Optimization exercise on an open flow, not production practice. RTL: at most simulated, not proved equivalent. Power: default activity.

## design/flow/config.mk

```make
export PLATFORM = sky130hd
export DESIGN_NAME = ldpc_encoder
export DESIGN_NICKNAME = ldpc_encoder
export VERILOG_FILES = /design/flow/design.v
export SDC_FILE = /design/flow/constraint.sdc
export NUM_CORES = 8
export LEC_CHECK = 0
export CAP_MARGIN = 30
export CORE_MARGIN = 2
export CORE_UTILIZATION = 40
export CTS_CLUSTER_DIAMETER = 60
export CTS_CLUSTER_SIZE = 30
export SLEW_MARGIN = 30
```

## design/flow/constraint.sdc

```tcl
create_clock -name core_clock -period 12.0 [get_ports {clk}]
set_input_delay 2.4000 -clock core_clock [delete_from_list [all_inputs] [get_ports {clk}]]
set_output_delay 2.4000 -clock core_clock [all_outputs]
set_load 0.01 [all_outputs]
```

## design/flow/design.v

```verilog
`timescale 1ns / 1ps
module rotate_left_vector #(
    parameter N = 125
) (
    input  wire [N-1:0] d_vec,
    input  wire [3:0]   h,
    input  wire [3:0]   m,
    input  wire [3:0]   l,
    output wire [62:0]  out_vector
);
  wire [N+2:0] d = {d_vec, 3'b0};
  reg [77:0] a;
  reg [65:0] b;
  reg [62:0] o;
  integer i;
  always @* begin
    for (i = 0; i < 78; i = i + 1)
      a[77-i] = (h[0] & d[N+2-i]) | (h[1] & d[N+2-i-16]) | (h[2] & d[N+2-i-32]) |
                (h[3] & d[N+2-i-48]);
    for (i = 0; i < 66; i = i + 1)
      b[65-i] = (m[0] & a[77-i]) | (m[1] & a[73-i]) | (m[2] & a[69-i]) | (m[3] & a[65-i]);
    for (i = 0; i < 63; i = i + 1)
      o[62-i] = (l[0] & b[65-i]) | (l[1] & b[64-i]) | (l[2] & b[63-i]) | (l[3] & b[62-i]);
  end
  assign out_vector = o;
endmodule
module double_block (
    input  wire [62:0]  x,
    input  wire [3:0]   h,
    input  wire [3:0]   m,
    input  wire [3:0]   l,
    output wire [124:0] out_vector
);
  reg [124:0] s1, s2, s3;
  reg [124:0] wide;
  integer k;
  always @* begin
    wide = {x, 62'b0};
    for (k = 0; k < 125; k = k + 1) begin
      s1[124-k] = (h[0] & wide[124-k]) |
                  (h[1] & (k >= 16 ? wide[124-k+16] : 1'b0)) |
                  (h[2] & (k >= 32 ? wide[124-k+32] : 1'b0)) |
                  (h[3] & (k >= 48 ? wide[124-k+48] : 1'b0));
    end
    for (k = 0; k < 125; k = k + 1) begin
      s2[124-k] = (m[0] & s1[124-k]) |
                  (m[1] & (k >= 4 ? s1[124-k+4] : 1'b0)) |
                  (m[2] & (k >= 8 ? s1[124-k+8] : 1'b0)) |
                  (m[3] & (k >= 12 ? s1[124-k+12] : 1'b0));
    end
    for (k = 0; k < 125; k = k + 1) begin
      s3[124-k] = (l[0] & s2[124-k]) |
                  (l[1] & (k >= 1 ? s2[124-k+1] : 1'b0)) |
                  (l[2] & (k >= 2 ? s2[124-k+2] : 1'b0)) |
                  (l[3] & (k >= 3 ? s2[124-k+3] : 1'b0));
    end
  end
  assign out_vector = wide | s3;
endmodule
`timescale 1ns / 1ps
module ldpc_encoder (
    input  wire        clk,
    input  wire        rst_n,
    input  wire        start_input,
    input  wire        start_conf_input,
    input  wire [63:0] data_in,
    output wire [63:0] data_out,
    output wire        done
);
  localparam NR = 12;
  localparam NC = 24;
  localparam S_IDLE = 2'd0;
  localparam S_CONF = 2'd1;
  localparam S_ENC = 2'd2;
  reg [1:0] state;
  reg [6:0] cyc;
  reg f_gshift, f_s1msg, f_tot, f_keep, f_first, f_msgout, f_clr;
  reg done_r;
  reg [3:0] rows;
  reg [4:0] cols;
  reg [5:0] zsz;
  reg [NR*NC*6-1:0] g;
  always @(posedge clk) begin
    if (state == S_IDLE && start_conf_input) begin
      rows <= data_in[3:0];
      cols <= data_in[12:8];
      zsz <= data_in[21:16];
    end
    if (f_gshift) g <= {data_in, g[NR*NC*6-1:64]};
  end
  reg fm_ok, fmode;
  integer fc, fj;
  always @* begin
    fm_ok = (rows >= 4'd3);
    for (fc = 1; fc <= NR - 2; fc = fc + 1)
      for (fj = fc; fj <= NR - 2; fj = fj + 1)
        if (fj + 2 <= rows)
          fm_ok = fm_ok && ((fj == fc) ? (g[(fc*NC+fj)*6+:6] == 6'd0) :
                                         (g[(fc*NC+fj)*6+:6] == 6'h3f));
  end
  always @(posedge clk) fmode <= fm_ok;
  reg [6:0] k_t0;       
  reg [6:0] e_nm;       
  reg [6:0] e_f;        
  reg [6:0] e_ch;       
  reg [6:0] e_ld;       
  reg [6:0] e_kp;       
  reg [6:0] e_mo;       
  reg [6:0] e_last;     
  reg [6:0] k_last;     
  reg [62:0] zmask;
  reg [3:0] zh, zm, zl;   
  reg [NC-1:0] oh_r;    
  reg [NC-1:0] oh_r1;   
  reg [NR-1:0] th_r;    
  reg [NR-1:0] p_st;    
  reg [NR-1:0] p_lst;   
  wire [6:0] r7 = {3'b0, rows};
  wire [6:0] c7 = {2'b0, cols};
  integer r;
  always @(posedge clk) begin
    if (fmode || rows == 4'd1 || c7 + r7 + r7 <= 7'd28) k_t0 <= 7'd29 - r7;
    else k_t0 <= 7'd56 - r7;
    e_nm <= c7 - r7 - 7'd1;
    e_f <= c7 - r7 + 7'd1;
    e_ch <= fmode ? 7'd0 : c7 + r7 - 7'd3;
    e_ld <= k_t0 - 7'd2;
    e_kp <= k_t0 + r7 - 7'd4;
    e_mo <= k_t0 + r7 - 7'd2;
    e_last <= k_t0 + c7 - 7'd2;
    k_last <= k_t0 + c7 - 7'd1;
    zmask <= ~({63{1'b1}} >> zsz);
    zh <= 4'b1 << zsz[5:4];
    zm <= 4'b1 << zsz[3:2];
    zl <= 4'b1 << zsz[1:0];
    for (r = 0; r < NC; r = r + 1) begin
      oh_r[r] <= (rows == r);
      oh_r1[r] <= (rows == r + 1);
    end
    for (r = 0; r < NR; r = r + 1) begin
      th_r[r] <= (r < rows);
      p_st[r] <= (fmode || rows == 4'd1) ? (r == 0) : (r == 1);
      p_lst[r] <= fmode ? (rows == r + 2) : (rows == r + 1);
    end
  end
  wire [6:0] c6 = cyc;
  wire n_enc = (state == S_IDLE) ? (start_input && !start_conf_input) :
               (state == S_ENC) && (c6 != k_last);
  wire n_conf = (state == S_IDLE) ? start_conf_input : (state == S_CONF) && (cyc != 7'd28);
  wire n_s1msg = n_enc && c6 <= e_nm;
  wire n_first = n_enc && c6 == e_f;
  wire [6:0] d_f = c6 - e_f;
  wire n_lch = n_enc && !fmode && c6 > e_f && c6 <= e_ch && !d_f[0];
  wire n_lch0 = n_lch && d_f == 7'd2;
  wire n_load = n_enc && c6 >= e_ld && c6 < e_mo;
  wire n_tot = n_first || (n_enc && fmode && c6 == e_ld);
  wire n_keep = n_enc && fmode && c6 > e_ld && c6 <= e_kp;
  wire n_msgout = n_enc && c6 >= e_mo && c6 <= e_last;
  always @(posedge clk or negedge rst_n) begin
    if (!rst_n) begin
      state <= S_IDLE;
      cyc <= 7'd0;
      f_gshift <= 1'b0;
      f_s1msg <= 1'b0;
      f_tot <= 1'b0;
      f_keep <= 1'b0;
      f_first <= 1'b0;
      f_msgout <= 1'b0;
      f_clr <= 1'b0;
      done_r <= 1'b0;
    end else begin
      state <= n_conf ? S_CONF : n_enc ? S_ENC : S_IDLE;
      cyc <= (n_conf || n_enc) ? cyc + 7'd1 : 7'd0;
      f_gshift <= n_conf && cyc != 7'd0;
      f_s1msg <= n_s1msg;
      f_tot <= n_tot;
      f_keep <= n_keep;
      f_first <= n_first;
      f_msgout <= n_msgout;
      f_clr <= n_enc && cyc == 7'd0;
      done_r <= n_enc && c6 > e_ld;
    end
  end
  reg [NC-1:0] gsel;    
  reg [NR-1:0] rth;     
  reg [NR-1:0] rmask;   
  reg [NR-1:0] psel;    
  always @(posedge clk) begin
    if (state == S_IDLE || !n_enc) gsel <= oh_r;
    else if (n_s1msg) gsel <= gsel << 1;
    else if (n_first) gsel <= oh_r1;
    else if (n_lch) gsel <= gsel >> 1;
    if (n_first) rth <= th_r & ~12'b1;
    else if (n_lch) rth <= rth & (rth >> 1);
    if (n_s1msg) rmask <= th_r;
    else if (n_first) rmask <= th_r & ~12'b1;
    else if (n_lch) rmask <= rth & (rth >> 1);
    else rmask <= 12'b0;
    if (n_lch0) psel <= oh_r1[NR-1:0];
    else if (n_lch) psel <= psel >> 1;
    else if (n_enc && c6 == e_ld) psel <= p_st;
    else if (n_load) psel <= (psel & p_lst) != 12'b0 ? 12'b1 : psel << 1;
    else if (!(n_enc && !fmode && c6 > e_f && c6 <= e_ch)) psel <= 12'b0;
  end
  reg [62:0] sr[0:26];
  integer i;
  always @(posedge clk) begin
    sr[0] <= f_s1msg ? data_in[63:1] : sr[26];
    for (i = 1; i < 27; i = i + 1) sr[i] <= sr[i-1];
  end
  reg [62:0] acc[0:NR-1];
  reg [62:0] acc_next[0:NR-1];
  reg [62:0] total;
  reg [62:0] accsel;
  wire [62:0] rot[0:NR-1];
  always @* begin
    total = 63'b0;
    accsel = 63'b0;
    for (r = 0; r < NR; r = r + 1) begin
      acc_next[r] = (acc[r] & {63{~f_clr}}) ^ rot[r];
      total = total ^ acc[r];
      accsel = accsel | ({63{psel[r]}} & acc[r]);
    end
  end
  wire [62:0] total_g = total & zmask & {63{f_tot}};
  reg [124:0] d_reg;
  reg [3:0] sh[0:NR-1], sm[0:NR-1], sl[0:NR-1];
  wire [62:0] s1_x = (data_in[63:1] & zmask & {63{f_s1msg}}) | total_g | (accsel & zmask);
  wire [124:0] s1_dup;
  double_block u_dbl (
      .x(s1_x),
      .h(zh),
      .m(zm),
      .l(zl),
      .out_vector(s1_dup)
  );
  reg [5:0] gcv;
  integer c;
  always @(posedge clk) begin
    d_reg <= s1_dup;
    for (r = 0; r < NR; r = r + 1) begin
      gcv = 6'd0;
      for (c = 0; c < NC; c = c + 1)
        gcv = gcv | ({6{gsel[c]}} & g[(r*NC+c)*6+:6]);
      sh[r] <= 4'b1 << gcv[5:4];
      sm[r] <= 4'b1 << gcv[3:2];
      sl[r] <= {4{rmask[r] && gcv != 6'h3f}} & (4'b1 << gcv[1:0]);
    end
  end
  genvar gr;
  generate
    for (gr = 0; gr < NR; gr = gr + 1) begin : g_row
      rotate_left_vector #(.N(125)) u_rot (
          .d_vec(d_reg),
          .h(sh[gr]),
          .m(sm[gr]),
          .l(sl[gr]),
          .out_vector(rot[gr])
      );
    end
  endgenerate
  always @(posedge clk) begin
    for (r = 1; r < NR; r = r + 1) acc[r] <= acc_next[r];
    acc[0] <= f_first ? total : acc_next[0];
  end
  reg [62:0] p_reg;
  wire [62:0] p_new = (accsel & zmask) ^ total_g ^ (p_reg & {63{f_keep}});
  reg [62:0] out_reg;
  always @(posedge clk) begin
    p_reg <= p_new;
    out_reg <= p_new | (sr[26] & {63{f_msgout}});
  end
  assign data_out = {out_reg, 1'b0};
  assign done = done_r;
endmodule
```

## design/flow/flow/run.sh

```bash
#!/bin/bash
# The standard layout (standard.sh), with two repair settings changed:
#  - repair_timing aims for 7.4 ns of setup slack instead of 0, so the layout is
#    optimised for speed (the clock period and constraints are unchanged);
#  - more antenna-repair passes after detailed routing.
# make's full output goes to flow.log in the work folder; ORFS keeps each
# step's log under orfs/logs.
set -euo pipefail
sed 's/CLKGATE_MAP_FILE= /CLKGATE_MAP_FILE= SETUP_SLACK_MARGIN=7.4 MAX_REPAIR_ANTENNAS_ITER_DRT=15 /' \
  standard.sh > standard_tuned.sh
bash standard_tuned.sh > flow.log 2>&1
```

## design/flow/standard.sh

```bash
#!/bin/bash
# synth_recipe.tcl (not shown) runs the flow's synth.tcl, then flattens the netlist and writes it again
# the make line also repeats each setting of config.mk as NAME=value (left out here)
make -C /OpenROAD-flow-scripts/flow DESIGN_CONFIG=/design/flow/config.mk WORK_HOME=/design/flow/orfs CLKGATE_MAP_FILE= SYNTH_SCRIPT=/design/flow/synth_recipe.tcl "${@:-finish}"
```

==> results of run 1 <==
-- per-layer routing --
| metal | routed length, um | GRT usage, % | vias to the layer above |
|---|---|---|---|
| li1 | - | - | 76824 |
| met1 | 413000 | 49.0 | 93638 |
| met2 | 450000 | 54.6 | 16826 |
| met3 | 143000 | 13.0 | 4423 |
| met4 | 137000 | 36.4 | 29 |
| met5 | 295 | 0.210 | - |
-- report_power, final --
group          switching [mW]  internal (mW)  leakage [nW]
Clock                    7.30           7.14          6.92
Combinational            18.7           6.83          39.6
Sequential               6.46           24.3          42.6
-- final timing paths --
path	from	to	slack [ns]	cells past startpoint
worst max-delay path	psel[2]	d_reg[104]	7.31	12
worst min-delay path	sr[22][30]	sr[23][30]	0.31	0
worst max register to register	psel[2]	d_reg[104]	7.31	12
worst min register to register	sr[22][30]	sr[23][30]	0.31	0
max in group asynchronous	rst_n	f_s1msg	9.73	2
min in group asynchronous	rst_n	f_gshift	1.79	2
-- area by class of cell --
| class | instances | area share (%) |
|---|---|---|
| Timing Repair Buffer | 770 | 2.72 |
| Tap cell | 7234 | 3.74 |
| Inverter | 184 | 0.288 |
| Sequential cell | 4850 | 47.8 |
| Clock inverter | 287 | 1.76 |
| Clock buffer | 430 | 4.20 |
| Multi-Input combinational cell | 13399 | 39.4 |
| Antenna cell | 81 | 0.0838 |
-- placed cells by master, fill, tap and decap left out, types with 81 or more instances in the layout --
master           Yosys  final
dfxtp_2              0    195
edfxtp_1          1782   1782
mux2_2             100    100
nor2_1             319    308
buf_4                8    568
inv_1              176    173
nand2_1           2369   2330
a22oi_1           4477   4457
xor2_1             146    146
xnor2_1           1358   1345
ha_1                87     87
clkbuf_16            0    395
nand3_1            178    177
nor2b_1            790    790
a222oi_1           104    104
dfxtp_1           3051   2789
a21oi_1            244    244
o21ai_0            168    156
clkdlybuf4s50_1      0    117
a221oi_1           919    905
nand4_1            220    220
a22o_1             953    949
a21o_1              90     90
diode_2              0     81
-- through the flow --
step / instances / TNS (ns)
floorplan: 20513 / -643.08
global placement: 26365 / 0
detailed placement: 26395 / 0
CTS: 27122 / 0
global route: 27161 / 0
finish: 27235 / 0
-- repair_timing --
action                                  in CTS  in global routing
endpoints found under the setup margin      89                 88
resized for setup                           79                105
pin swaps                                   10                 27
setup buffers                               10                 15
-- kinds of logic after synthesis --
kind of cell	count (synthesis)
adder cells (fa/ha/maj)	93
buffers and inverters	2264
AND/OR/NAND/NOR	4227
XOR/XNOR	1565
flip-flops	4850
AO/OA/AOI/OAI	7388
other	1
multiplexers	125
==> results.txt, run 1 <==
* Outcome: timing/DRC/antenna clean
* Final #Nets at 19755
* Setup violators final at 0
* Final hold slack at 0.307 ns
* CTS Root Cell: clkbuf_16
* Die Span Y at 742 um
* Post-place setup slack at 5.23 ns
* Via count at 191740
* Seq. cell area at between 100000 and 150000 um^2
* Detailed Route Iter0 Violations at 37568
* Layout cells sized above 1 at 9.76%
* Type of the worst min-delay path: reg -> reg
* Post-synth EDFFs at 1782
* Actual slew at the worst max-slew pin at 1.16 ns
* Biggest regs: g (1728), sr (1701), acc (756)
* Mean area per synthesized cell at 10.6 um^2
* CTS Hold Buffers Added at 0
* Slowest CP cell: edfxtp_1
* Vias in the first global route at 171374
* Clock insertion delay at the later pin of the skew report at between 1 and 1.5 ns
* CP arrival at 5.61 ns
* PD cells at 293 nW/um^2
* Row Count at 271
* Cell with the most instances after synthesis: a22oi_1
* Synth Cell Area at about 220000 um^2
* Post-Syn Nets at 20673
* WS Path Type: reg -> reg
* Clock-pin slew on the worst setup and hold paths at 0.09 ns
* Ys async rst share at less than 1%
* Placed cell areas at 226000 um^2
* Clk buf depth at 4
* Most flops, register: g
* DRT Pass-1 Iters at 11
* Final WL at 1140 mm
* CP Buf/Inv Count at 3
* Sequential element share of the synthesized area at roughly 53%
* Worst VDD drop at 0.239 mV
* Area of the multi-input gates at 95300 um^2
* YS warnings at 15
* First-pass GRT wire length at around 1500 mm
* Mapped Cells at 20513
* Die area at 551000 um^2
* Final Cycle Share at between 30% and 40%
* Max-slew headroom at 22.8%
* Avg WL per Cell at about 42 um
* Leak at 89.1 nW
* Final setup margin at between 7 and 8 ns
* Most area-consuming cells after synthesis: dfxtp_1, edfxtp_1, a22oi_1, xnor2_1, nand2_1
* Post-synthesis xor/xnor area fraction at 6.67%
* GRT Residual Overflow at 0
* Fin util at 44.5%
* Total core area at 544000 um^2
* Largest family of logic cells by synthesized area: compound AO/OA/AOI/OAI gates
* Post-synth cell types at 104
* Post-synth top area cell: dfxtp_1
* # clock sinks at 4850
* Global-route usage over all layers at 39.7%
* Tot Pwr at 70.8 mW
* Effective utilization at floorplan at 40.1%
* RSZ-0062 raised after global routing: yes
* Post-synthesis mux area share at 0.631%
* Max FFs per register at 1728
* Number of routed nets with antenna violations at 0
* Worst Skew at 0.0845 ns
* Ports at 133
* Fin crit period at 4.69 ns
* Flops & latches, synth at about 4900
* Compound-Gate Fraction of Synth Area at about a quarter
* CP max FO at 29
* Synth Area in Adders at 0.550%
* Critical path's top delay family: compound AO/OA/AOI/OAI gates
* H-tree depth at 5
* F_max at 213 MHz
* Ordered list of cells on the worst path: buf_6 -> buf_8 -> a22oi_1 -> nand2_1 -> a2111oi_0 -> o32ai_1 -> buf_4 -> or2_0 -> a222oi_1 -> a2bb2oi_2 -> o21ai_0 -> or3_1
* Max stage delay on crit path at 0.51 ns
* Setup crit start kind: flip-flop
* IO buf count at 131
* GPL Wtd Cong at between 1 and 1.5
* Hpwl dp at approximately 800 mm
* CP required at 12.91 ns
* Max Slew Vio Count at 0
* Yosys top cell area share at about 28%
* Setup crit end kind: flip-flop
* Commonest cells post-synth: a22oi_1, dfxtp_1, nand2_1
* Design Area, Final at between 200000 and 250000 um^2
* Initial antenna violation count at 91
* Final Hold Viols at 0
* Remaining DRCs at 0
* Fillers at 50782
* CTS tree: built
* Area grow syn2layout at 10.9%
* Synth Flop Type: dfxtp_1
* Detailed-route vias per instance at between 7 and 8
* Die width at 742 um
* Max cap viols at 0
* Num CTS Buffers at 390
* Largest net degree at the start of global routing at 185
* Synth Area in Simple Gates at 8.95%
Testbench counts, summed over its fixed seeds: cycles 9,664, items 192.
==> run 2, diff against run 1 <==
--- a/design/flow/design.v
+++ b/design/flow/design.v
@@ -108,7 +108,7 @@
   reg [6:0] e_mo;       
   reg [6:0] e_last;     
   reg [6:0] k_last;     
-  reg [62:0] zmask;
+  wire [62:0] zmask = ~({63{1'b1}} >> zsz);
   reg [3:0] zh, zm, zl;   
   reg [NC-1:0] oh_r;    
   reg [NC-1:0] oh_r1;   
@@ -129,7 +129,6 @@
     e_mo <= k_t0 + r7 - 7'd2;
     e_last <= k_t0 + c7 - 7'd2;
     k_last <= k_t0 + c7 - 7'd1;
-    zmask <= ~({63{1'b1}} >> zsz);
     zh <= 4'b1 << zsz[5:4];
     zm <= 4'b1 << zsz[3:2];
     zl <= 4'b1 << zsz[1:0];
@@ -263,13 +262,9 @@
     for (r = 1; r < NR; r = r + 1) acc[r] <= acc_next[r];
     acc[0] <= f_first ? total : acc_next[0];
   end
-  reg [62:0] p_reg;
-  wire [62:0] p_new = (accsel & zmask) ^ total_g ^ (p_reg & {63{f_keep}});
   reg [62:0] out_reg;
-  always @(posedge clk) begin
-    p_reg <= p_new;
-    out_reg <= p_new | (sr[26] & {63{f_msgout}});
-  end
+  wire [62:0] p_new = (accsel & zmask) ^ total_g ^ (out_reg & {63{f_keep}});
+  always @(posedge clk) out_reg <= p_new | (sr[26] & {63{f_msgout}});
   assign data_out = {out_reg, 1'b0};
   assign done = done_r;
 endmodule
==> design/flow/flow/run.sh (replaced) <==
#!/bin/bash
# The standard layout (standard.sh), with these settings changed:
#  - repair_timing aims for 8.0 ns of setup slack instead of 0, so the layout
#    is optimised for speed (the clock period and constraints are unchanged);
#  - the port buffers are sky130_fd_sc_hd__buf_4 rather than the cell the
#    resizer picks by default (a delay cell);
#  - more antenna-repair passes after detailed routing.
# make's full output goes to flow.log in the work folder; ORFS keeps each
# step's log under orfs/logs.
set -euo pipefail
sed "s/CLKGATE_MAP_FILE= /CLKGATE_MAP_FILE= SETUP_SLACK_MARGIN=8.0 MAX_REPAIR_ANTENNAS_ITER_DRT=15 'BUFFER_PORTS_ARGS=-buffer_cell sky130_fd_sc_hd__buf_4' /" \
  standard.sh > standard_tuned.sh
bash standard_tuned.sh > flow.log 2>&1
==> run 2 against run 1 <==
  * Still clean
  * Sequential share of layout area decreased by 0.72 points
  * Synthesized cell count decreased by 0.94%
  * Register-to-register slack improved by 0.43 ns
  * Critical path depth decreased by 1
  * Via count increased by 1.9%
  * Combinational power increased by 2%
  * Critical endpoint is now acc[0][7]
==> results.txt, run 2 <==
* Outcome: timing/DRC/antenna clean
* CP required at 12.94 ns (+0.03 ns)
* Setup crit start kind: flip-flop
* Post-Syn Nets at 20481 (-0.93%)
* Layout cells sized above 1 at 11.8% (+2.0 points)
* Sequential element share of the synthesized area at 52.4% (-0.29 points)
* # clock sinks at 4724 (-2.6%)
* Die width at 736 um (-0.82%)
* Crit path launch: d_reg[67]
* Die Span Y at 736 um (-0.82%)
* CP arrival at 5.20 ns (-0.41 ns)
* Row Count at 268 (-1.1%)
* Cell with the most instances after synthesis: a22oi_1
* Post-synth top area cell: dfxtp_1
* Final #Nets at 19754 (-0.0051%)
* Mean area per synthesized cell at 10.6 um^2 (-0.72%)
* Effective utilization at floorplan at 40.2% (+0.11 points)
* Vias in the first global route at 177258 (+3.4%)
* Worst r2r src: d_reg[67]
* Post-synth EDFFs at 1782 (unchanged)
* H-tree depth at 5 (unchanged)
* Final WL at 1130 mm (-1.5%)
* Inst Count DP at 26224 (-0.65%)
* Max FFs per register at 1728 (unchanged)
* Leak at 87.9 nW (-1.3%)
* Commonest non-fill, non-tap cell in the layout: a22oi_1
* Most area-consuming cells after synthesis: dfxtp_1, edfxtp_1, a22oi_1, xnor2_1, a22o_1
* Flops & latches, synth at 4724 (-2.6%)
* Max Slew Vio Count at 0 (unchanged)
* Post-synth cell types at 94 (-9.6%)
* Via count at 195407 (+1.9%)
* Type of the worst min-delay path: reg -> reg
* CTS tree: built
* IO buf count at 131 (unchanged)
* Hpwl dp at 787 mm (-2.5%)
* Actual slew at the worst max-slew pin at 1.28 ns (+0.127 ns)
* Clk buf depth at 4 (unchanged)
* Remaining DRCs at 0 (unchanged)
* Detailed Route Iter0 Violations at 39002 (+3.8%)
* First-pass GRT wire length at 1490 mm (-2.4%)
* Max cap viols at 0 (unchanged)
* Synth Flop Type: dfxtp_1
* RR Endpoint: acc[0][7]
* Hold Path Stages at 0 (unchanged)
* Mapped Cells at 20321 (-0.94%)
* Finished Layout Cells at 27218 (-0.062%)
* Total core area at 533000 um^2 (-1.9%)
* CP endpoint: acc[0][7]
* Synth Cell Area at 215000 um^2 (-1.6%)
* Clock insertion delay at the later pin of the skew report at 1.17 ns (+0.07 ns)
* R2R setup slack at 7.74 ns (+0.43 ns)
* Detailed-route vias per instance at 7.18 (+2.0%)
* Number of routed nets with antenna violations at 0 (unchanged)
* Final Cycle Share at 35.5% (-3.6 points)
* CP max FO at 23 (-21%)
* Setup crit end kind: flip-flop
* Final Hold Viols at 0 (unchanged)
* Clock-pin slew on the worst setup and hold paths at 0.10 ns (about the same)
* GRT Residual Overflow at 0 (unchanged)
* PD cells at 288 nW/um^2 (-1.6%)
* Initial antenna violation count at 125 (+37%)
* DRT Pass-1 Iters at 23 (+12)
* WS Path Type: reg -> reg
* Fin crit period at 4.26 ns (-0.432 ns)
* Area grow syn2layout at 12.0%
* Worst VDD drop at 0.314 mV (+31%)
* Most flops, register: g
* Biggest regs: g (1728), sr (1701), acc (756)
* Most frequent cells in the layout: a22oi_1, dfxtp_1, nand2_1, edfxtp_1, xnor2_1
* CTS Root Cell: clkbuf_16
* Die area at 542000 um^2 (-1.6%)
* Num CTS Buffers at 371 (-4.9%)
* Setup violators final at 0 (unchanged)
* Largest net degree at the start of global routing at 201 (+8.6%)
* YS warnings at 15 (unchanged)
* Ports at 133 (unchanged)
* Worst Skew at 0.121 ns (+0.0366 ns)
* Max-slew headroom at 14.3% (-8.5 points)
* Commonest cells post-synth: a22oi_1, dfxtp_1, nand2_1
* Reg2reg path depth at 11 (-1)
* Ys async rst share at 0.360% (+0.0093 points)
* CTS Hold Buffers Added at 0 (unchanged)
* RSZ-0062 raised after global routing: yes
* Yosys top cell area share at 27.3% (-0.71 points)
* F_max at 235 MHz (+10%)
* GPL Wtd Cong at 1.14 (+4.9%)
* Final hold slack at 0.296 ns (-0.0110 ns)
* Avg WL per Cell at 41.4 um (-1.5%)
* Global-route usage over all layers at 39.1% (-0.59 points)
==> run 2: where the power goes <==
part           internal, mW  switching [mW]
registers              23.7            6.11
clock network          6.61            6.91
logic                  6.74            19.1
==> run 2: layout make-up <==
type | instances | area [um^2]
fillers | 49626 | 293000
flip-flops and latches | 4724 | 113000
multi-input cells | 13341 | 95300
clock buffers | 407 | 9610
well taps | 7155 | 8950
repair buffers | 981 | 8640
clock inverters | 265 | 3620
inverters | 175 | 663
diodes | 170 | 425
==> run 2: logic make-up after synthesis <==
logic type	count (synthesis)	synth area share [%]
AOI/OAI and AO/OA	7315	26.6
xor gates and xnor gates	1578	6.82
adders and majority gates	92	0.554
buffers and inverters	2256	4.07
DFF	4724	52.4
muxes	56	0.281
other	1	0.00175
and+or+nand+nor	4299	9.21
==> run 2: how the worst min path moves through the flow <==
stage                             to  startpoint
after floorplan            sr[10][0]    sr[9][0]
after global placement      sr[2][0]    sr[1][0]
after detailed placement  sr[10][46]   sr[9][46]
after CTS                  sr[3][19]   sr[2][19]
after global routing       sr[3][19]   sr[2][19]
final                      sr[3][19]   sr[2][19]
==> run 2: routing by layer <==
layer	vias up	wire, um	GRT usage (%)
met2	17463	436000	53.0
li1	76634	-	-
met3	5137	186000	21.9
met5	-	5510	5.10
met4	112	97000	26.1
met1	96061	400000	46.5
==> run 2: through the flow <==
stage	setup slack [ns]	utilization, %	cell area (um^2)	total power, mW	TNS (ns)
floorplan	-0.372	-	215000	40.6	-643.08
global placement	5.98	41.7	223000	52.9	0
detailed placement	6.30	41.8	223000	53.2	0
CTS	7.87	44.6	238000	66.7	0
global route	7.86	45.0	240000	69.9	0
finish	7.74	45.0	240000	69.2	0
==> run 2: what timing repair did <==
item | in CTS | in global routing
resized for setup | 317 | 183
setup buffers | 36 | 89
setup endpoints to repair | 249 | 387
gates cloned | 2 | 11
pin swaps | 26 | 94
==> run 2: critical path, stage by stage (launching register included) <==
cell	delay, ns
dfxtp_2	1.01
buf_4	0.79
buf_4	0.63
a22oi_1	0.18
nand2_1	0.31
a22oi_1	0.25
nand2_1	0.26
a22o_1	0.20
a221oi_1	0.06
xnor2_1	0.15
nor2_1	0.10
a21oi_1	0.06
Testbench counts of run 2, summed over its fixed seeds: cycles 9,664, items 192.
==> run 3, diff against run 2 <==
--- a/design/flow/config.mk
+++ b/design/flow/config.mk
@@ -7,7 +7,7 @@
 export LEC_CHECK = 0
 export CAP_MARGIN = 30
 export CORE_MARGIN = 2
-export CORE_UTILIZATION = 40
+export CORE_UTILIZATION = 55
 export CTS_CLUSTER_DIAMETER = 60
 export CTS_CLUSTER_SIZE = 30
 export SLEW_MARGIN = 30
==> run 3 against run 2 <==
  * Still clean
  * First-iteration DRC count is 6.1% higher
  * Fmax rose by 1.5%
  * Sequential share of layout area is 0.79 points higher
  * Total power hardly changed
  * Flip-flop and latch count unchanged
  * Synthesized cell count unchanged
  * Clock skew shrank 0.043 ns
  * Setup slack gained 0.063 ns
  * Clock-buffer cell count down 19
  * Worst hold slack worse by 0.0077 ns
  * Largest cell class unchanged
  * Highest routed layer unchanged
==> results.txt, run 3 <==
* Most flops, register: g
* Worst Skew at 0.0785 ns (-0.0426 ns)
* Fin crit period at 4.20 ns (-0.0634 ns)
* Ys async rst share at 0.360% (unchanged)
* Clk buf depth at 4 (unchanged)
* CP dominant cell by count: buf_4
* Via count at 196295 (+0.45%)
* RSZ-0062 raised after global routing: yes
* Crit path launch: d_reg[60]
* Synth Cell Area at 215000 um^2 (unchanged)
* Setup violators final at 0 (unchanged)
* Post-synthesis xor/xnor area fraction at 6.82% (unchanged)
* CTS tree: built
* Cell with the most instances after synthesis: a22oi_1
* Ordered list of cells on the worst path: buf_4 -> buf_4 -> a22oi_1 -> nand2_1 -> a22oi_1 -> nand2_1 -> a22o_1 -> a221oi_2 -> buf_4 -> xnor2_1
* CTS Root Cell: clkbuf_16
* Remaining DRCs at 0 (unchanged)
* Effective utilization at floorplan at 55.2% (+15 points)
* Worst r2r src: d_reg[60]
* IO buf count at 131 (unchanged)
* Leak at 87.1 nW (-0.93%)
* Max cap viols at 0 (unchanged)
* Row Count at 229 (-15%)
* Layout cells sized above 1 at 10.9% (-0.83 points)
* Final #Nets at 19658 (-0.49%)
* Placed cell areas at 220000 um^2 (-1.5%)
* Vias in the first global route at 177374 (+0.065%)
* # clock sinks at 4724 (unchanged)
* Sequential element share of the synthesized area at 52.4% (unchanged)
* Biggest regs: g (1728), sr (1701), acc (756)
* Synth Flop Type: dfxtp_1
* CP Buf/Inv Count at 3 (+1)
* Max-slew headroom at 17.0% (+2.7 points)
* F_max at 238 MHz (+1.5%)
* Inst Count DP at 24184 (-7.8%)
* Die width at 629 um (-15%)
* Setup crit start kind: flip-flop
* Post-synth EDFFs at 1782 (unchanged)
* Hold Crit Start: sr[16][16]
* Design Area, Final at 236000 um^2 (-1.7%)
* Mean area per synthesized cell at 10.6 um^2 (unchanged)
* Synth Area in Simple Gates at 9.21% (unchanged)
* First-pass GRT wire length at 1430 mm (-3.8%)
* Worst VDD drop at 0.345 mV (+9.9%)
* Post-synth cell types at 94 (unchanged)
* Initial antenna violation count at 99 (-21%)
* Yosys top cell area share at 27.3% (unchanged)
* Outcome: timing/DRC/antenna clean
* WS Path Type: reg -> reg
* Finished Layout Cells at 25143 (-7.6%)
* Seq. cell area at 113000 um^2 (about the same)
* Area grow syn2layout at 10.1%
* Final Cycle Share at 35.0% (-0.53 points)
* Tot Pwr at 69.2 mW (about the same)
* Synth Area in Adders at 0.554% (unchanged)
* GPL Wtd Cong at 1.11 (-2.8%)
* Number of routed nets with antenna violations at 0 (unchanged)
* PD cells at 293 nW/um^2 (+1.6%)
* H-tree depth at 5 (unchanged)
* Clock insertion delay at the later pin of the skew report at 1.07 ns (-0.10 ns)
* Critical path's top delay family: buffers and inverters
* CP max FO at 19 (-17%)
* Post-synthesis mux area share at 0.281% (unchanged)
* Type of the worst min-delay path: reg -> reg
* Global-route usage over all layers at 51.5% (+12 points)
* Clock-pin slew on the worst setup and hold paths at 0.10 ns (about the same)
* Final WL at 1080 mm (-4.2%)
* Fin util at 60.8% (+16 points)
* Setup crit end kind: flip-flop
* Ports at 133 (unchanged)
* GRT Residual Overflow at 0 (unchanged)
* Total core area at 389000 um^2 (-27%)
* Final Hold Viols at 0 (unchanged)
* Area of the multi-input gates at 94700 um^2 (-0.59%)
* Post-synth top area cell: dfxtp_1
* Max stage delay on crit path at 0.94 ns (-0.07 ns)
* Max FFs per register at 1728 (unchanged)
* Avg WL per Cell at 42.9 um (+3.7%)
* Commonest cells post-synth: a22oi_1, dfxtp_1, nand2_1
* Most area-consuming cells after synthesis: dfxtp_1, edfxtp_1, a22oi_1, xnor2_1, a22o_1
* Slowest CP cell: dfxtp_2
* DRT Pass-1 Iters at 17 (-26%)
* Die Span Y at 629 um (-15%)
* CP arrival at 5.11 ns (-0.09 ns)
* Post-Syn Nets at 20481 (unchanged)
* Flops & latches, synth at 4724 (unchanged)
* Largest family of logic cells by synthesized area: compound AO/OA/AOI/OAI gates
* Num CTS Buffers at 353 (-4.9%)
* Most frequent cells in the layout: a22oi_1, dfxtp_1, nand2_1, edfxtp_1, xnor2_1
* Die area at 395000 um^2 (-27%)
* Largest net degree at the start of global routing at 201 (unchanged)
* Commonest non-fill, non-tap cell in the layout: a22oi_1
* Actual slew at the worst max-slew pin at 1.24 ns (-0.0405 ns)
* Compound-Gate Fraction of Synth Area at 26.6% (unchanged)
* Hpwl dp at 737 mm (-6.3%)
* YS warnings at 15 (unchanged)
* Mapped Cells at 20321 (unchanged)
* CP required at 12.91 ns (-0.03 ns)
* Detailed Route Iter0 Violations at 41398 (+6.1%)
* Fillers at 31739 (-36%)
* Detailed-route vias per instance at 7.81 (+8.7%)
* Max Slew Vio Count at 0 (unchanged)
run 3: final timing paths:
check                             end  slack (ns)  cells after the start
max                        acc[5][43]        7.80                     10
min                        sr[17][16]        0.29                      0
max reg2reg                acc[5][43]        7.80                     10
min reg2reg                sr[17][16]        0.29                      0
max in group asynchronous     f_first       10.30                      1
min in group asynchronous    state[0]        1.29                      1
run 3: metrics by stage:
step | setup slack (ns) | hold WS, ns | setup TNS (ns)
after floorplan | -0.372 | 0.310 | -643.08
after global placement | 6.14 | 0.310 | 0
after detailed placement | 6.35 | 0.312 | 0
after CTS | 7.87 | 0.301 | 0
after global routing | 7.94 | 0.302 | 0
final | 7.80 | 0.288 | 0
run 3: cells by family after synthesis:
kind of cell    count (synthesis)
compound gates               7315
simple gates                 4299
xor+xnor                     1578
flops                        4724
other cells                     1
mux                            56
buf+inv                      2256
fa+ha+maj                      92
run 3: power breakdown:
part	switching [mW]	total (mW)	internal, mW
clock	6.88	13.3	6.43
sequential	6.35	30.1	23.7
combinational	19.0	25.8	6.73
run 3: repair_timing:
| item | in CTS | in global routing |
|---|---|---|
| gates resized for setup | 252 | 154 |
| hold buffers | 0 | 0 |
| pin swaps | 28 | 70 |
| buffers inserted | 33 | 82 |
| endpoints found under the setup margin | 206 | 144 |
| gates cloned | 0 | 15 |
run 3: area by class of cell:
class | instances | share of cell area, %
flip-flops and latches | 4724 | 47.8
clock inverters | 244 | 1.52
repair buffers | 903 | 3.39
diodes | 171 | 0.181
well taps | 5197 | 2.75
multi-input cells | 13341 | 40.1
inverters | 175 | 0.283
clock buffers | 388 | 3.94
run 3: per-layer routing:
layer	wire length (um)	GRT usage, %	up-vias
li1	-	-	76398
met1	372000	62.4	95421
met2	408000	68.0	19092
met3	203000	31.2	5233
met4	86900	30.2	151
met5	7490	11.2	-
==> run 4, diff against run 3 <==
--- a/design/flow/config.mk
+++ b/design/flow/config.mk
@@ -7,7 +7,7 @@
 export LEC_CHECK = 0
 export CAP_MARGIN = 30
 export CORE_MARGIN = 2
-export CORE_UTILIZATION = 55
+export CORE_UTILIZATION = 45
 export CTS_CLUSTER_DIAMETER = 60
 export CTS_CLUSTER_SIZE = 30
 export SLEW_MARGIN = 30
==> run 4 against run 3 <==
  * Still clean on timing, DRC and antenna
  * Largest power group unchanged
  * Die area up 22%
  * Highest routed layer unchanged
  * Fmax shrank 0.31%
  * Sequential share of layout area fell by 0.49 points
  * Non-clock buffer count grew 1
==> results.txt, run 4 <==
* Setup_tns at 0 ns (unchanged)
* Outcome: timing/DRC/antenna clean
* Clock-pin slew on the worst setup and hold paths at 0.10 ns (about the same)
* GRT Residual Overflow at 0 (unchanged)
* Worst VDD drop at 0.372 mV (+8.1%)
* RSZ-0062 raised after global routing: yes
* Num CTS Buffers at 385 (+9.1%)
* # clock sinks at 4724 (unchanged)
* Via count at 191976 (-2.2%)
* Type of the worst min-delay path: reg -> reg
* Detailed Route Iter0 Violations at 35614 (-14%)
* Max FFs per register at 1728 (unchanged)
* H-tree depth at 5 (unchanged)
* Post-synth cell types at 94 (unchanged)
* Die area at 482000 um^2 (+22%)
* Slowest CP cell: edfxtp_1
* CP arrival at 5.13 ns (+0.02 ns)
* Commonest non-fill, non-tap cell in the layout: a22oi_1
* Synth Flop Type: dfxtp_1
* F_max at 238 MHz (-0.31%)
* Mean area per synthesized cell at 10.6 um^2 (unchanged)
* Final WL at 1090 mm (+1.4%)
* Detailed-route vias per instance at 7.32 (-6.2%)
* CP dominant cell by count: a22o_1
* Setup crit start kind: flip-flop
* Largest net degree at the start of global routing at 192 (-4.5%)
* Die Span Y at 694 um (+10%)
* Post-synth top area cell: dfxtp_1
* R2R setup slack at 7.79 ns (about the same)
* Flops & latches, synth at 4724 (unchanged)
* Placed cell areas at 222000 um^2 (+0.87%)
* Setup crit end kind: flip-flop
* Row Count at 253 (+10%)
* CTS Root Cell: clkbuf_16
* Total core area at 475000 um^2 (+22%)
* Max cap viols at 0 (unchanged)
* Effective utilization at floorplan at 45.2% (-10 points)
* Post-Syn Nets at 20481 (unchanged)
* Layout cells sized above 1 at 11.4% (+0.46 points)
* Post-synth EDFFs at 1782 (unchanged)
* First-pass GRT wire length at 1450 mm (+1.6%)
* Leak at 87.8 nW (+0.78%)
* Actual slew at the worst max-slew pin at 1.36 ns (+0.115 ns)
* Initial antenna violation count at 102 (+3.0%)
* IO buf count at 131 (unchanged)
* Clk buf depth at 4 (unchanged)
* Max Slew Vio Count at 0 (unchanged)
* Ys async rst share at 0.360% (unchanged)
* Final Cycle Share at 35.1% (+0.11 points)
* Worst Skew at 0.0888 ns (+0.0103 ns)
* DRT Pass-1 Iters at 13 (-4)
* Most frequent cells in the layout: a22oi_1, dfxtp_1, nand2_1, edfxtp_1, xnor2_1
* Design Area, Final at 239000 um^2 (+1.1%)
* CP max FO at 63 (+44)
* Fin crit period at 4.21 ns (+0.0130 ns)
* Final #Nets at 19692 (+0.17%)
* Remaining DRCs at 0 (unchanged)
* GPL Wtd Cong at 1.10 (-1.0%)
* Setup violators final at 0 (unchanged)
* Cell with the most instances after synthesis: a22oi_1
* Ports at 133 (unchanged)
* Max stage delay on crit path at 0.47 ns (-0.47 ns)
* Mapped Cells at 20321 (unchanged)
* Yosys top cell area share at 27.3% (unchanged)
* Sequential element share of the synthesized area at 52.4% (unchanged)
* WS Path Type: reg -> reg
* Clock insertion delay at the later pin of the skew report at 1.07 ns (about the same)
* Most area-consuming cells after synthesis: dfxtp_1, edfxtp_1, a22oi_1, xnor2_1, a22o_1
* Die width at 694 um (+10%)
* YS warnings at 15 (unchanged)
* CTS tree: built
* Fin util at 50.3% (-10 points)
* Final Hold Viols at 0 (unchanged)
* Vias in the first global route at 175745 (-0.92%)
* Global-route usage over all layers at 42.9% (-8.5 points)
* Max-slew headroom at 9.36% (-7.7 points)
* Avg WL per Cell at 41.7 um (-2.8%)
* Biggest regs: g (1728), sr (1701), acc (756)
* Commonest cells post-synth: a22oi_1, dfxtp_1, nand2_1
* Most flops, register: g
* Synth Cell Area at 215000 um^2 (unchanged)
* PD cells at 293 nW/um^2 (about the same)
* CP required at 12.92 ns (about the same)
* Ordered list of cells on the worst path: buf_12 -> a22o_1 -> a221oi_1 -> nand3_4 -> buf_12 -> a221oi_4 -> o31ai_1 -> a211o_1 -> a22o_1 -> a211o_1 -> a22o_1 -> a221o_1
* Area grow syn2layout at 11.3%
* Hpwl dp at 769 mm (+4.3%)
* Number of routed nets with antenna violations at 0 (unchanged)
==> run 4: cell types whose count changed in the layout (fill, tap and decap cells not counted), moves of 11 or more <==
cell       previous run  this run
a221oi_1            955       939
dfxtp_1            2629      2616
buf_12               51        40
buf_6                37        58
a221oi_2             45        61
buf_2                42        29
clkbuf_16           378       402
diode_2             171       128
buf_4               736       759
==> run 4: routing by layer <==
| layer | vias up | GRT usage (%) | routed length (um) |
|---|---|---|---|
| li1 | 76402 | - | - |
| met5 | - | 6.39 | 4540 |
| met1 | 95029 | 53.0 | 396000 |
| met2 | 16254 | 58.5 | 429000 |
| met3 | 4207 | 23.5 | 186000 |
| met4 | 84 | 23.3 | 76400 |
==> run 4: logic make-up (layout without fill, tap and decap cells) <==
| family | Yosys count | count (layout) | synth area share (%) |
|---|---|---|---|
| other cells | 1 | 129 | 0.00175 |
| buf+inv | 2256 | 1782 | 4.07 |
| mux | 56 | 56 | 0.281 |
| compound gates | 7315 | 7316 | 26.6 |
| xor+xnor | 1578 | 1578 | 6.82 |
| simple gates | 4299 | 4299 | 9.21 |
| flops | 4724 | 4724 | 52.4 |
| fa+ha+maj | 92 | 92 | 0.554 |
==> run 4: power breakdown <==
group	internal [mW]	total [mW]	switching, mW
clock network	6.97	14.1	7.10
registers	23.7	29.7	5.94
logic	6.80	26.1	19.3
total	37.5	69.9	32.4
==> run 4: layout make-up <==
class	instances	area (um^2)
clock inverters	274	3980
repair buffers	904	7700
well taps	6247	7820
inverters	175	671
clock buffers	429	10200
flip-flops and latches	4724	113000
diodes	128	320
multi-input cells	13342	95000
fillers	42854	236000
==> run 4: path summary, 6_finish.rpt <==
path | start | to | cells past startpoint
max | psel[2] | d_reg[43] | 12
min | sr[11][36] | sr[12][36] | 0
max reg2reg | psel[2] | d_reg[43] | 12
min reg2reg | sr[11][36] | sr[12][36] | 0
max in group asynchronous | rst_n | f_tot | 1
min in group asynchronous | rst_n | cyc[6] | 1
==> run 4: per-stage QoR <==
stage | power [mW] | hold WS [ns] | setup slack (ns) | std cells
after global placement | 53.2 | 0.310 | 5.70 | 25242
after detailed placement | 53.5 | 0.312 | 6.21 | 25285
after floorplan | 40.6 | 0.310 | -0.372 | 20321
final | 69.9 | 0.310 | 7.79 | 26223
after global routing | 70.7 | 0.303 | 7.88 | 26119
after CTS | 67.5 | 0.300 | 7.89 | 26017
==> run 4: critical path, delay by kind of cell (launching register included) <==
kind,cells,cell delay (ns)
AOI/OAI and AO/OA,9,2.76
buffers and inverters,2,0.41
DFF,1,0.47
and+or+nand+nor,1,0.13
==> run 4: what timing repair did <==
action                                  4_1_cts  5_1_grt
gates cloned                                  0        9
pin swaps                                    27       87
setup buffers                                29       56
endpoints found under the hold margin         0        0
gates resized for setup                     242      157
hold buffers                                  0        0
endpoints found under the setup margin      261      288
==> run 5, diff against run 4 <==
--- a/design/flow/design.v
+++ b/design/flow/design.v
@@ -120,7 +120,7 @@
   integer r;
   always @(posedge clk) begin
     if (fmode || rows == 4'd1 || c7 + r7 + r7 <= 7'd28) k_t0 <= 7'd29 - r7;
-    else k_t0 <= 7'd56 - r7;
+    else k_t0 <= 7'd52 - r7;
     e_nm <= c7 - r7 - 7'd1;
     e_f <= c7 - r7 + 7'd1;
     e_ch <= fmode ? 7'd0 : c7 + r7 - 7'd3;
@@ -201,11 +201,11 @@
     else if (n_load) psel <= (psel & p_lst) != 12'b0 ? 12'b1 : psel << 1;
     else if (!(n_enc && !fmode && c6 > e_f && c6 <= e_ch)) psel <= 12'b0;
   end
-  reg [62:0] sr[0:26];
+  reg [62:0] sr[0:22];
   integer i;
   always @(posedge clk) begin
-    sr[0] <= f_s1msg ? data_in[63:1] : sr[26];
-    for (i = 1; i < 27; i = i + 1) sr[i] <= sr[i-1];
+    sr[0] <= f_s1msg ? data_in[63:1] : sr[22];
+    for (i = 1; i < 23; i = i + 1) sr[i] <= sr[i-1];
   end
   reg [62:0] acc[0:NR-1];
   reg [62:0] acc_next[0:NR-1];
@@ -264,7 +264,7 @@
   end
   reg [62:0] out_reg;
   wire [62:0] p_new = (accsel & zmask) ^ total_g ^ (out_reg & {63{f_keep}});
-  always @(posedge clk) out_reg <= p_new | (sr[26] & {63{f_msgout}});
+  always @(posedge clk) out_reg <= p_new | (sr[3] & {63{f_msgout}});
   assign data_out = {out_reg, 1'b0};
   assign done = done_r;
 endmodule
--- a/design/flow/config.mk
+++ b/design/flow/config.mk
@@ -7,7 +7,7 @@
 export LEC_CHECK = 0
 export CAP_MARGIN = 30
 export CORE_MARGIN = 2
-export CORE_UTILIZATION = 45
+export CORE_UTILIZATION = 55
 export CTS_CLUSTER_DIAMETER = 60
 export CTS_CLUSTER_SIZE = 30
 export SLEW_MARGIN = 30
==> run 5 against run 4 <==
  * Clock skew increased by 0.0088 ns
  * Fmax decreased by 1.3%
  * Via count decreased by 1.5%
  * Core utilization increased by 10 points
  * Design area decreased by 3.8%
  * Global-route usage increased by 7.4 points
  * Critical path depth unchanged
  * Clock power decreased by 7%
  * First-iteration DRC count increased by 13%
  * Critical endpoint is now d_reg[63]
  * Largest cell class unchanged
==> results.txt, run 5 <==
* Setup_tns at 0 ns (unchanged)
* Setup crit start kind: flip-flop
* Initial antenna violation count at 70 (-31%)
* Placed cell areas at 214000 um^2 (-3.6%)
* DR WL met3 at 193 mm (+3.5%)
* Critical path's top delay family: compound AO/OA/AOI/OAI gates
* Mapped Cells at 20022 (-1.5%)
* Setup crit end kind: flip-flop
* Synth Cell Area at 209000 um^2 (-2.5%)
* Switching Share at 46.5% (+0.13 points)
* Commonest cells post-synth: a22oi_1, dfxtp_1, nand2_1
* Yosys top cell area share at 25.6% (-1.7 points)
* Final Cycle Share at 35.6% (+0.47 points)
* Die Span Y at 621 um (-11%)
* Detailed-route vias per instance at 7.71 (+5.4%)
* Cell with the most instances after synthesis: a22oi_1
* Design Area, Final at 230000 um^2 (-3.8%)
* Max FFs per register at 1728 (unchanged)
* Max cap viols at 0 (unchanged)
* WS Path Type: reg -> reg
* CP arrival at 5.14 ns (about the same)
* Num CTS Buffers at 348 (-9.6%)
* Die width at 621 um (-11%)
* Post-synth top area cell: dfxtp_1
* Hpwl dp at 709 mm (-7.8%)
* Die area at 385000 um^2 (-20%)
* Share of power burned in registers at 43.5% (+1.0 points)
* Setup violators final at 0 (unchanged)
* Mean area per synthesized cell at 10.4 um^2 (-1.1%)
* Number of routed nets with antenna violations at 0 (unchanged)
* Type of the worst min-delay path: reg -> reg
* Commonest non-fill, non-tap cell in the layout: a22oi_1
* Clk buf depth at 4 (unchanged)
* Top Metal Used: met5
* H-tree depth at 5 (unchanged)
* Clock insertion delay at the later pin of the skew report at 1.05 ns (-0.02 ns)
* Internal power at 35.7 mW (-4.7%)
* Most flops, register: g
* Fillers at 31326 (-27%)
* Fin util at 60.7% (+10 points)
* First-pass GRT wire length at 1360 mm (-6.2%)
* YS warnings at 15 (unchanged)
* IO buf count at 131 (unchanged)
* Most area-consuming cells after synthesis: dfxtp_1, edfxtp_1, a22oi_1, xnor2_1, a22o_1
* Actual slew at the worst max-slew pin at 1.26 ns (-0.0995 ns)
* P_sw at 31.0 mW (-4.2%)
* RSZ-0062 raised after global routing: yes
* Clock-pin slew on the worst setup and hold paths at 0.10 ns (about the same)
* Remaining DRCs at 0 (unchanged)
* Global-route usage over all layers at 50.3% (+7.4 points)
* Post-Syn Nets at 20181 (-1.5%)
* Inst Count DP at 23651 (-6.5%)
* Post-synth EDFFs at 1782 (unchanged)
* Area grow syn2layout at 9.90%
* Max Slew Vio Count at 0 (unchanged)
* Most frequent cells in the layout: a22oi_1, nand2_1, dfxtp_1, edfxtp_1, xnor2_1
* Finished Layout Cells at 24511 (-6.5%)
* Fin crit period at 4.27 ns (+0.0567 ns)
* Tot Pwr at 66.8 mW (-4.4%)
* Slowest CP cell: edfxtp_1
* Vias in the first global route at 172714 (-1.7%)
* CTS Hold Buffers Added at 0 (unchanged)
* Synth Flop Type: dfxtp_1
* F_max at 234 MHz (-1.3%)
* Final WL at 1010 mm (-7.4%)
* Clock power share at 19.6% (-0.5 points)
* Max stage delay on crit path at 0.49 ns (+0.02 ns)
* Outcome: timing/DRC/antenna clean
* Wire length on met2 at 387 mm (-9.9%)
* Ordered list of cells on the worst path: buf_12 -> a22oi_2 -> nand2_2 -> o41a_1 -> and2_4 -> a2111oi_4 -> nand3_2 -> a222oi_1 -> nand3_2 -> buf_6 -> a22oi_1 -> nand2_1
* Row Count at 226 (-11%)
* Via count at 189072 (-1.5%)
* Final #Nets at 19269 (-2.1%)
* Max-slew headroom at 16.0% (+6.6 points)
* GPL Wtd Cong at 1.10 (+0.49%)
* GRT Residual Overflow at 0 (unchanged)
* Layout cells sized above 1 at 10.8% (-0.63 points)
* CP required at 12.87 ns (-0.05 ns)
* Avg WL per Cell at 41.3 um (-0.93%)
* CTS tree: built
* PD cells at 291 nW/um^2 (-0.72%)
* CP Buf/Inv Count at 2 (unchanged)
* Worst Skew at 0.0976 ns (+0.00884 ns)
* Post-synth cell types at 89 (-5.3%)
* Detailed Route Iter0 Violations at 40134 (+13%)
* DRT Pass-1 Iters at 17 (+4)
* Worst VDD drop at 0.298 mV (-20%)
* Comb pwr share at 36.9% (-0.5 points)
* Ys async rst share at 0.380% (+0.020 points)
* Biggest regs: g (1728), sr (1449), acc (756)
* Sequential element share of the synthesized area at 51.4% (-1.1 points)
* Total core area at 379000 um^2 (-20%)
* Ports at 133 (unchanged)
* Largest net degree at the start of global routing at 176 (-8.3%)
* Leak at 84.4 nW (-3.9%)
* Final Hold Viols at 0 (unchanged)
* Met1 wire length at 355 mm (-10%)
* # clock sinks at 4472 (-5.3%)
* CP max FO at 63 (unchanged)
* Flops & latches, synth at 4472 (-5.3%)
* Effective utilization at floorplan at 55.2% (+10 points)
* CTS Root Cell: clkbuf_16
* CP dominant cell by count: nand3_2
-- run 5: cell count changes after synthesis, sizes merged, moves of 12 or more --
cell / change
o21ai: -16
mux2: +21
clkbuf: -14
xor2: -22
a22o: -17
o22ai: +12
dfxtp: -252
nand3: -15
nor2b: +15
nand2b: -26
-- run 5: repair_timing --
action | CTS | global route
cloned | 0 | 5
endpoints found under the setup margin | 162 | 166
resized for setup | 259 | 166
pin swaps | 45 | 67
setup buffers | 57 | 40
-- run 5: metal layers --
| metal | track usage [%] | vias to the layer above |
|---|---|---|
| met1 | 61.2 | 91896 |
| met4 | 26.4 | 126 |
| li1 | - | 75200 |
| met5 | 10.6 | - |
| met3 | 32.0 | 4473 |
| met2 | 66.7 | 17377 |
-- run 5: through the flow --
step | hold slack, ns | setup slack (ns)
3_5_place_dp | 0.312 | 6.08
4_1_cts | 0.308 | 7.87
5_1_grt | 0.314 | 7.80
3_3_place_gp | 0.310 | 6.02
2_1_floorplan | 0.310 | -0.372
6_report | 0.311 | 7.73
-- run 5: final timing paths --
path	startpoint	end	slack, ns	cells after the start
max	psel[5]	d_reg[63]	7.73	12
min	sr[10][17]	sr[11][17]	0.31	0
max reg2reg	psel[5]	d_reg[63]	7.73	12
min reg2reg	sr[10][17]	sr[11][17]	0.31	0
max in group asynchronous	rst_n	f_s1msg	10.41	1
min in group asynchronous	rst_n	f_msgout	1.27	1
-- run 5: logic make-up (layout without fill, tap and decap cells) --
group                    Yosys count  after routing  synth area share [%]
flip-flops                      4472           4472                  51.4
XOR/XNOR                        1562           1562                  6.93
AND/OR/NAND/NOR                 4294           4294                  9.44
other                              1             95               0.00179
multiplexers                      88             88                 0.454
AO/OA/AOI/OAI                   7271           7271                  27.1
adder cells (fa/ha/maj)           91             91                 0.559
buffers and inverters           2243           1622                  4.09
-- run 5: final cells by class --
| cell class | instances | area (um^2) | share of cell area (%) |
|---|---|---|---|
| clock buffers | 380 | 9030 | 3.93 |
| repair buffers | 810 | 6940 | 3.02 |
| inverters | 171 | 649 | 0.283 |
| diodes | 94 | 235 | 0.102 |
| multi-input cells | 13307 | 94700 | 41.2 |
| well taps | 5016 | 6280 | 2.73 |
| clock inverters | 261 | 4000 | 1.74 |
| flip-flops and latches | 4472 | 108000 | 47.0 |
-- run 5: power groups by stage --
stage	Combinational, mW	Clock (mW)	Sequential (mW)
5_1_grt	24.5	13.6	29.1
3_3_place_gp	21.9	0	28.6
6_report	24.6	13.1	29.0
4_1_cts	22.3	13.1	28.4
2_1_floorplan	12.7	0	26.7
3_5_place_dp	22.1	0	28.7
Testbench counts of run 5, summed over its fixed seeds: cycles 9,664, items 192.
==> run 6, diff against run 5 <==
--- a/design/flow/design.v
+++ b/design/flow/design.v
@@ -74,7 +74,8 @@
   localparam S_ENC = 2'd2;
   reg [1:0] state;
   reg [6:0] cyc;
-  reg f_gshift, f_s1msg, f_tot, f_keep, f_first, f_msgout, f_clr;
+  reg [1:0] ph;    
+  reg f_gshift, f_s1msg, f_s1cb, f_tot, f_keep, f_first, f_msgout, f_clr;
   reg done_r;
   reg [3:0] rows;
   reg [4:0] cols;
@@ -102,7 +103,7 @@
   reg [6:0] k_t0;       
   reg [6:0] e_nm;       
   reg [6:0] e_f;        
-  reg [6:0] e_ch;       
+  reg [6:0] e_lc;       
   reg [6:0] e_ld;       
   reg [6:0] e_kp;       
   reg [6:0] e_mo;       
@@ -117,13 +118,15 @@
   reg [NR-1:0] p_lst;   
   wire [6:0] r7 = {3'b0, rows};
   wire [6:0] c7 = {2'b0, cols};
+  wire [6:0] t0_lc = (rows == 4'd1) ? c7 + 7'd3 : c7 + r7 + r7;
   integer r;
   always @(posedge clk) begin
-    if (fmode || rows == 4'd1 || c7 + r7 + r7 <= 7'd28) k_t0 <= 7'd29 - r7;
-    else k_t0 <= 7'd52 - r7;
+    if (fmode || t0_lc + r7 <= 7'd30) k_t0 <= 7'd30 - r7;
+    else if (t0_lc + r7 <= 7'd53) k_t0 <= 7'd53 - r7;
+    else k_t0 <= 7'd76 - r7;
     e_nm <= c7 - r7 - 7'd1;
     e_f <= c7 - r7 + 7'd1;
-    e_ch <= fmode ? 7'd0 : c7 + r7 - 7'd3;
+    e_lc <= c7 + r7 + r7 - 7'd5;
     e_ld <= k_t0 - 7'd2;
     e_kp <= k_t0 + r7 - 7'd4;
     e_mo <= k_t0 + r7 - 7'd2;
@@ -148,19 +151,22 @@
   wire n_conf = (state == S_IDLE) ? start_conf_input : (state == S_CONF) && (cyc != 7'd28);
   wire n_s1msg = n_enc && c6 <= e_nm;
   wire n_first = n_enc && c6 == e_f;
-  wire [6:0] d_f = c6 - e_f;
-  wire n_lch = n_enc && !fmode && c6 > e_f && c6 <= e_ch && !d_f[0];
-  wire n_lch0 = n_lch && d_f == 7'd2;
+  wire [1:0] ph_n = n_first ? 2'd0 : (ph == 2'd2) ? 2'd0 : ph + 2'd1;
+  wire in_lc = n_enc && !fmode && c6 > e_f && c6 <= e_lc + 7'd1;
+  wire n_cbld = in_lc && ph_n == 2'd0 && c6 <= e_lc;
+  wire n_s1cb = n_enc && (c6 == e_f + 7'd1 || (in_lc && ph_n == 2'd1));
   wire n_load = n_enc && c6 >= e_ld && c6 < e_mo;
-  wire n_tot = n_first || (n_enc && fmode && c6 == e_ld);
+  wire n_tot = n_enc && fmode && c6 == e_ld;
   wire n_keep = n_enc && fmode && c6 > e_ld && c6 <= e_kp;
   wire n_msgout = n_enc && c6 >= e_mo && c6 <= e_last;
   always @(posedge clk or negedge rst_n) begin
     if (!rst_n) begin
       state <= S_IDLE;
       cyc <= 7'd0;
+      ph <= 2'd0;
       f_gshift <= 1'b0;
       f_s1msg <= 1'b0;
+      f_s1cb <= 1'b0;
       f_tot <= 1'b0;
       f_keep <= 1'b0;
       f_first <= 1'b0;
@@ -170,8 +176,10 @@
     end else begin
       state <= n_conf ? S_CONF : n_enc ? S_ENC : S_IDLE;
       cyc <= (n_conf || n_enc) ? cyc + 7'd1 : 7'd0;
+      ph <= ph_n;
       f_gshift <= n_conf && cyc != 7'd0;
       f_s1msg <= n_s1msg;
+      f_s1cb <= n_s1cb;
       f_tot <= n_tot;
       f_keep <= n_keep;
       f_first <= n_first;
@@ -187,19 +195,18 @@
   always @(posedge clk) begin
     if (state == S_IDLE || !n_enc) gsel <= oh_r;
     else if (n_s1msg) gsel <= gsel << 1;
-    else if (n_first) gsel <= oh_r1;
-    else if (n_lch) gsel <= gsel >> 1;
-    if (n_first) rth <= th_r & ~12'b1;
-    else if (n_lch) rth <= rth & (rth >> 1);
+    else if (n_s1cb && c6 == e_f + 7'd1) gsel <= oh_r1;
+    else if (n_s1cb) gsel <= gsel >> 1;
+    if (n_s1cb && c6 == e_f + 7'd1) rth <= th_r & ~12'b1;
+    else if (n_s1cb) rth <= rth & (rth >> 1);
     if (n_s1msg) rmask <= th_r;
-    else if (n_first) rmask <= th_r & ~12'b1;
-    else if (n_lch) rmask <= rth & (rth >> 1);
+    else if (n_s1cb && c6 == e_f + 7'd1) rmask <= th_r & ~12'b1;
+    else if (n_s1cb) rmask <= rth & (rth >> 1);
     else rmask <= 12'b0;
-    if (n_lch0) psel <= oh_r1[NR-1:0];
-    else if (n_lch) psel <= psel >> 1;
+    if (n_cbld) psel <= rth & ~(rth >> 1);    
     else if (n_enc && c6 == e_ld) psel <= p_st;
     else if (n_load) psel <= (psel & p_lst) != 12'b0 ? 12'b1 : psel << 1;
-    else if (!(n_enc && !fmode && c6 > e_f && c6 <= e_ch)) psel <= 12'b0;
+    else psel <= 12'b0;
   end
   reg [62:0] sr[0:22];
   integer i;
@@ -221,10 +228,11 @@
       accsel = accsel | ({63{psel[r]}} & acc[r]);
     end
   end
-  wire [62:0] total_g = total & zmask & {63{f_tot}};
+  reg [62:0] cb;
+  always @(posedge clk) cb <= (total & {63{f_first}}) | accsel;
   reg [124:0] d_reg;
   reg [3:0] sh[0:NR-1], sm[0:NR-1], sl[0:NR-1];
-  wire [62:0] s1_x = (data_in[63:1] & zmask & {63{f_s1msg}}) | total_g | (accsel & zmask);
+  wire [62:0] s1_x = ((data_in[63:1] & {63{f_s1msg}}) | (cb & {63{f_s1cb}})) & zmask;
   wire [124:0] s1_dup;
   double_block u_dbl (
       .x(s1_x),
@@ -263,8 +271,8 @@
     acc[0] <= f_first ? total : acc_next[0];
   end
   reg [62:0] out_reg;
-  wire [62:0] p_new = (accsel & zmask) ^ total_g ^ (out_reg & {63{f_keep}});
-  always @(posedge clk) out_reg <= p_new | (sr[3] & {63{f_msgout}});
+  wire [62:0] p_new = accsel ^ (total & {63{f_tot}}) ^ (out_reg & {63{f_keep}});
+  always @(posedge clk) out_reg <= p_new | (sr[4] & {63{f_msgout}});
   assign data_out = {out_reg, 1'b0};
   assign done = done_r;
 endmodule
==> run 6 against run 5 <==
  * Still clean on timing, DRC and antenna
  * Via count fell by 1.2%
  * Global-route usage fell by 0.93 points
  * Total power rose by 0.92%
  * Flip-flop and latch count rose by 67
  * Register-to-register slack improved by 0.27 ns
  * Worst hold slack got worse by 0.014 ns
  * First-iteration DRC count rose by 9.0%
  * Sequential power barely moved
  * Core utilization fell by 0.49 points
  * Highest routed layer unchanged
==> results.txt, run 6 <==
* Ordered list of cells on the worst path: clkbuf_8 -> buf_8 -> a22oi_1 -> nor2_1 -> a22o_1 -> a222oi_1 -> nand2_1 -> a221o_1 -> a221o_1
* CP arrival at 4.83 ns (-0.31 ns)
* Row Count at 226 (unchanged)
* Synth Flop Type: dfxtp_1
* CTS tree: built
* Commonest cells post-synth: a22oi_1, dfxtp_1, nand2_1
* PD cells at 295 nW/um^2 (+1.7%)
* Number of routed nets with antenna violations at 0 (unchanged)
* R2R setup slack at 8.01 ns (+0.27 ns)
* CP endpoint: d_reg[82]
* Setup crit end kind: flip-flop
* Die Span Y at 621 um (about the same)
* Worst VDD drop at 0.287 mV (-3.6%)
* Avg WL per Cell at 40.6 um (-1.6%)
* Effective utilization at floorplan at 55.2% (about the same)
* WS Path Type: reg -> reg
* Synth Area in Simple Gates at 9.22% (-0.22 points)
* YS warnings at 15 (unchanged)
* Fin crit period at 3.99 ns (-0.274 ns)
* Commonest non-fill, non-tap cell in the layout: a22oi_1
* Compound-Gate Fraction of Synth Area at 26.9% (-0.26 points)
* Fin util at 60.2% (-0.49 points)
* Slowest CP cell: dfrtp_4
* Hpwl dp at 701 mm (-1.1%)
* # clock sinks at 4539 (+1.5%)
* Clk buf depth at 4 (unchanged)
* Critical path's top delay family: compound AO/OA/AOI/OAI gates
* Synth Area in Adders at 0.633% (+0.074 points)
* Post-synthesis xor/xnor area fraction at 6.93% (about the same)
* F_max at 250 MHz (+6.9%)
* Global-route usage over all layers at 49.4% (-0.93 points)
* Final WL at 992 mm (-2.0%)
* Post-Syn Nets at 20195 (+0.069%)
* Num CTS Buffers at 348 (unchanged)
* Outcome: timing/DRC/antenna clean
* Most flops, register: g
* Mean area per synthesized cell at 10.4 um^2 (about the same)
* GRT Residual Overflow at 0 (unchanged)
* CP required at 12.84 ns (-0.03 ns)
* RR Endpoint: d_reg[82]
* Setup crit start kind: flip-flop
* Flops & latches, synth at 4539 (+1.5%)
* Total core area at 379000 um^2 (about the same)
* Max-slew headroom at 18.6% (+2.6 points)
* Die width at 621 um (about the same)
* Sequential element share of the synthesized area at 51.9% (+0.55 points)
* Crit path depth at 9 (-3)
* Remaining DRCs at 0 (unchanged)
* Final #Nets at 19197 (-0.37%)
* Most frequent cells in the layout: a22oi_1, nand2_1, dfxtp_1, edfxtp_1, xnor2_1
* Type of the worst min-delay path: reg -> reg
* Vias in the first global route at 168867 (-2.2%)
* CTS Hold Buffers Added at 0 (unchanged)
* Post-synth top area cell: dfxtp_1
* Ys async rst share at 0.441% (+0.060 points)
* Max stage delay on crit path at 0.62 ns (+0.13 ns)
* Most area-consuming cells after synthesis: dfxtp_1, edfxtp_1, a22oi_1, xnor2_1, nand2_1
* Actual slew at the worst max-slew pin at 1.22 ns (-0.0388 ns)
* Worst Skew at 0.0770 ns (-0.0206 ns)
* Clock insertion delay at the later pin of the skew report at 1.03 ns (-0.02 ns)
* Max Slew Vio Count at 0 (unchanged)
* Setup violators final at 0 (unchanged)
* CP Buf/Inv Count at 2 (unchanged)
* Largest net degree at the start of global routing at 197 (+12%)
* H-tree depth at 5 (unchanged)
* Area grow syn2layout at 9.02%
* Via count at 186796 (-1.2%)
* Worst r2r src: f_s1msg
* Biggest regs: g (1728), sr (1449), acc (756)
* Crit path launch: f_s1msg
* Max FFs per register at 1728 (unchanged)
-- run 6: changes by cell type after synthesis, moves of 48 or more --
cell,change
xnor2_1,+167
a22oi_1,+189
a21oi_1,-62
a22o_1,-103
clkbuf_1,+48
xnor3_1,-58
a221oi_1,-92
nand4_1,+57
dfxtp_1,+76
-- run 6: area by class of cell --
cell class,count,area (um^2)
clock buffer,383,9150
fill,31401,151000
inverter,161,619
multi-input combinational,13245,92800
tap,5016,6280
sequential,4539,109000
timing repair buffer,732,6070
clock inverter,261,3820
antenna,71,178
-- run 6: routing by layer --
metal  vias up  part of all wire, %  track usage, %
li1      74796                    -               -
met1     90496                   36            62.6
met2     17373                   38            64.5
met3      4069                   18            28.0
met4        62                  7.5            28.7
met5         -                 0.22            3.07
-- run 6: power by group --
group | internal, mW | total [mW] | switching (mW)
combinational | 6.76 | 25.5 | 18.8
sequential | 22.8 | 28.7 | 5.92
clock | 6.43 | 13.1 | 6.69
-- run 6: repair_timing --
action	in CTS	in global routing
gates resized for setup	134	41
endpoints found under the setup margin	259	64
cloned	1	0
pin swaps	1	11
buffers inserted	18	14
-- run 6: how the worst min path moves through the flow --
| stage | from | end | cells past startpoint |
|---|---|---|---|
| 2_1_floorplan | sr[9][0] | sr[10][0] | 0 |
| 3_3_place_gp | sr[18][62] | sr[19][62] | 0 |
| 3_5_place_dp | sr[21][40] | sr[22][40] | 0 |
| 4_1_cts | sr[21][52] | sr[22][52] | 0 |
| 5_1_grt | sr[11][29] | sr[12][29] | 0 |
| 6_report | sr[11][21] | sr[12][21] | 0 |
-- run 6: logic make-up (layout without fill, tap and decap cells) --
family | count (synthesis) | count (layout)
AOI/OAI and AO/OA | 7207 | 7207
xor gates and xnor gates | 1655 | 1655
adders and majority gates | 103 | 103
buffers and inverters | 2241 | 1537
DFF | 4539 | 4539
muxes | 67 | 67
other | 1 | 72
and+or+nand+nor | 4212 | 4212
-- run 6: through the flow --
| step | total power, mW | instances | setup slack, ns | setup TNS [ns] |
|---|---|---|---|---|
| floorplan | 39.9 | 20025 | -0.372 | -643.08 |
| global placement | 50.9 | 23615 | 6.28 | 0 |
| detailed placement | 51.2 | 23637 | 6.27 | 0 |
| CTS | 64.3 | 24300 | 7.96 | 0 |
| global route | 68.1 | 24350 | 7.86 | 0 |
| finish | 67.4 | 24408 | 8.01 | 0 |
Testbench counts of run 6, summed over its fixed seeds: cycles 9,856, items 192.
